What follows belongs to an exercise in optimizing a design on an open flow for small area and a short achievable clock period; a production flow would make more cautious choices.
Function was checked by simulation only, so behaviour that the tests miss may differ from the original.

==> run a: inputs <==
// balance_cntrl
module balance_cntrl
# (parameter fast_sim=1)
(
input clk, rst_n,
input vld, pwr_up, rider_off,
input logic signed [15:0] ptch,
input logic signed [15:0] ptch_rt,
input logic [11:0] steer_pot,
input logic en_steer,
output logic signed [11:0] lft_spd,
output logic signed [11:0] rght_spd,
output logic too_fast
);
clock: 35.0 ns
lec_check: 0
abc_area: 1
cap_margin: 20
core_margin: 2
core_utilization: 70
slew_margin: 20
standard.sh (not shown) runs the stock make flow with config.mk's settings and CLKGATE_MAP_FILE= SYNTH_SCRIPT=/design/flow/synth_recipe.tcl, a recipe that flattens the netlist after the stock synthesis.
==> flow/flow/run.sh <==
#!/bin/bash
# Layout flow: the standard synthesis, then an inverter clean-up around the
# full-adder cells (polarity.py) and a re-map of the remaining gates
# (remap.tcl, ABC area script), then the standard layout steps with plain
# buf_1 port buffers and a setup-repair target of MARGIN ns.
set -euo pipefail
MARGIN=9.5
R=orfs/results/sky130hd/balance_cntrl/base
bash standard.sh  synth > 1_standard_synth.log 2>&1
cp $R/1_2_yosys.v std_1_2_yosys.v
python3 flow/polarity.py std_1_2_yosys.v pol.v > 2_polarity.log 2>&1
export REMAP_LIB=$FLOW_HOME/platforms/sky130hd/lib/sky130_fd_sc_hd__tt_025C_1v80.lib
export REMAP_DONT_USE="$(sed -n '/DONT_USE_CELLS += /,/^$/p' $FLOW_HOME/platforms/sky130hd/config.mk | grep -o 'sky130_fd_sc_hd__[a-z0-9_]*' | tr '\n' ' ')"
STA=$(dirname $(command -v openroad))/sta
best=""; bestm=""
for s in flow/abc_*.script; do
  k=$(basename $s .script)
  REMAP_IN=pol.v REMAP_OUT=remap_$k.v REMAP_ABC_SCRIPT=$s yosys -c flow/remap.tcl > 3_remap_$k.log 2>&1 || continue
  PICK_NET=remap_$k.v PICK_LIB=$REMAP_LIB PICK_SDC=constraint.sdc $STA -no_init -exit flow/pick.tcl > 3_pick_$k.log 2>&1 || continue
  line=$(grep '^PICK' 3_pick_$k.log) || continue
  m=$(echo "$line" | awk '{print $3 * (37.5 - $5 * 1e9)}')
  echo "$k $line metric $m" >> 3_pick_summary.log
  if [ -z "$bestm" ] || awk "BEGIN {exit !($m < $bestm)}"; then best=$k; bestm=$m; fi
done
echo "chosen $best" >> 3_pick_summary.log
cp remap_$best.v remap.v
cp remap.v $R/1_2_yosys.v
rm -f $R/1_synth.odb $R/1_synth.sdc
ARGS=( "BUFFER_PORTS_ARGS=-buffer_cell sky130_fd_sc_hd__buf_1")
LATE=0
if [ "$LATE" = "1" ]; then
  # floorplan (and its first sizing pass) without the setup-repair target
  bash standard.sh "${ARGS[@]}" floorplan > 4_standard_floorplan.log 2>&1
fi
if [ "$MARGIN" != "none" ]; then
  ARGS+=("SETUP_SLACK_MARGIN=$MARGIN")
fi
bash standard.sh "${ARGS[@]}" finish > 4_standard_finish.log 2>&1
Other scripts of this flow, unchanged in this note and not shown: flow/flow/abc_a.script, flow/flow/abc_b.script, flow/flow/abc_c.script, flow/flow/abc_e.script, flow/flow/abc_f.script, flow/flow/pick.tcl, flow/flow/polarity.py, flow/flow/remap.tcl
==> run b: changes against run a <==
--- a/flow/flow/run.sh
+++ b/flow/flow/run.sh
@@ -5,5 +5,5 @@
 # buf_1 port buffers and a setup-repair target of MARGIN ns.
 set -euo pipefail
-MARGIN=9.5
+MARGIN=11
 R=orfs/results/sky130hd/balance_cntrl/base
 bash standard.sh  synth > 1_standard_synth.log 2>&1
@@ -28,9 +28,4 @@
 rm -f $R/1_synth.odb $R/1_synth.sdc
 ARGS=( "BUFFER_PORTS_ARGS=-buffer_cell sky130_fd_sc_hd__buf_1")
-LATE=0
-if [ "$LATE" = "1" ]; then
-  # floorplan (and its first sizing pass) without the setup-repair target
-  bash standard.sh "${ARGS[@]}" floorplan > 4_standard_floorplan.log 2>&1
-fi
 if [ "$MARGIN" != "none" ]; then
   ARGS+=("SETUP_SLACK_MARGIN=$MARGIN")
- CORE_UTILIZATION: 70 -> 65
==> run c: changes against run a <==
--- a/flow/flow/run.sh
+++ b/flow/flow/run.sh
@@ -5,5 +5,5 @@
 # buf_1 port buffers and a setup-repair target of MARGIN ns.
 set -euo pipefail
-MARGIN=9.5
+MARGIN=9
 R=orfs/results/sky130hd/balance_cntrl/base
 bash standard.sh  synth > 1_standard_synth.log 2>&1
@@ -28,9 +28,4 @@
 rm -f $R/1_synth.odb $R/1_synth.sdc
 ARGS=( "BUFFER_PORTS_ARGS=-buffer_cell sky130_fd_sc_hd__buf_1")
-LATE=0
-if [ "$LATE" = "1" ]; then
-  # floorplan (and its first sizing pass) without the setup-repair target
-  bash standard.sh "${ARGS[@]}" floorplan > 4_standard_floorplan.log 2>&1
-fi
 if [ "$MARGIN" != "none" ]; then
   ARGS+=("SETUP_SLACK_MARGIN=$MARGIN")
- CORE_UTILIZATION: 70 -> 65
==> reports/metrics.yaml <==
multi_input_area_share: 0.719
p_leak_uw: 0.00401
final_area_mm2: 0.00849
maxSlewHeadroom: 0.431
wl_met2_um: 8430
outcome: "complete, no violations"
period_needed_ns: 25.11
grt_pass1_wl_um: 31400
Source of the figures above: run c

==> reports/metrics.yaml <==
outcome: "complete, no violations"
multi_input_area_share: 0.730
final_area_mm2: 0.00849
maxSlewHeadroom: 0.299
p_leak_uw: 0.00399
Source of the figures above: run a

==> reports/metrics.yaml <==
maxSlewHeadroom: 0.403
p_comb_frac: 0.888
drive_above_1_share: 0.262
p_leak_uw: 0.00459
wl_met2_um: 10800
outcome: "complete, no violations"
period_needed_ns: 24.12
grt_pass1_wl_um: 33500
final_area_mm2: 0.00997
Source of the figures above: run b

==> re-timing with driven ports <==
The flow's constraints put no driver on any port. The routed layouts listed below were extracted and timed again, unchanged, in two steps.
Step 1: set_driving_cell puts a clkbuf_16 on clk and a buf_2 on each other input, an assumption about the parent block.
Step 2 also shifts input and output timing later by t, the mid clock arrival at the registers, as if the neighbouring blocks saw the same clock.
Slacks: ideal ports / drivers / drivers and shift; pairs: ideal ports / drivers.
run | shift t [ns] | setup slack, ns | hold slack, ns | slew at the worst register clock pin (ns)
run a | 0.316 | 10.250 / 10.224 / 10.224 | 0.524 / 0.524 / 0.524 | 0.09 / 0.09
run b | 0.309 | 10.885 / 10.844 / 10.844 | 0.512 / 0.512 / 0.512 | 0.06 / 0.06
run c | 0.308 | 9.888 / 9.867 / 9.867 | 0.517 / 0.517 / 0.517 | 0.06 / 0.06
After both steps setup and hold are still met in every run listed. For run b, which loses most, drivers alone change the setup slack by -0.041 ns; drivers and shift together by -0.041 ns.
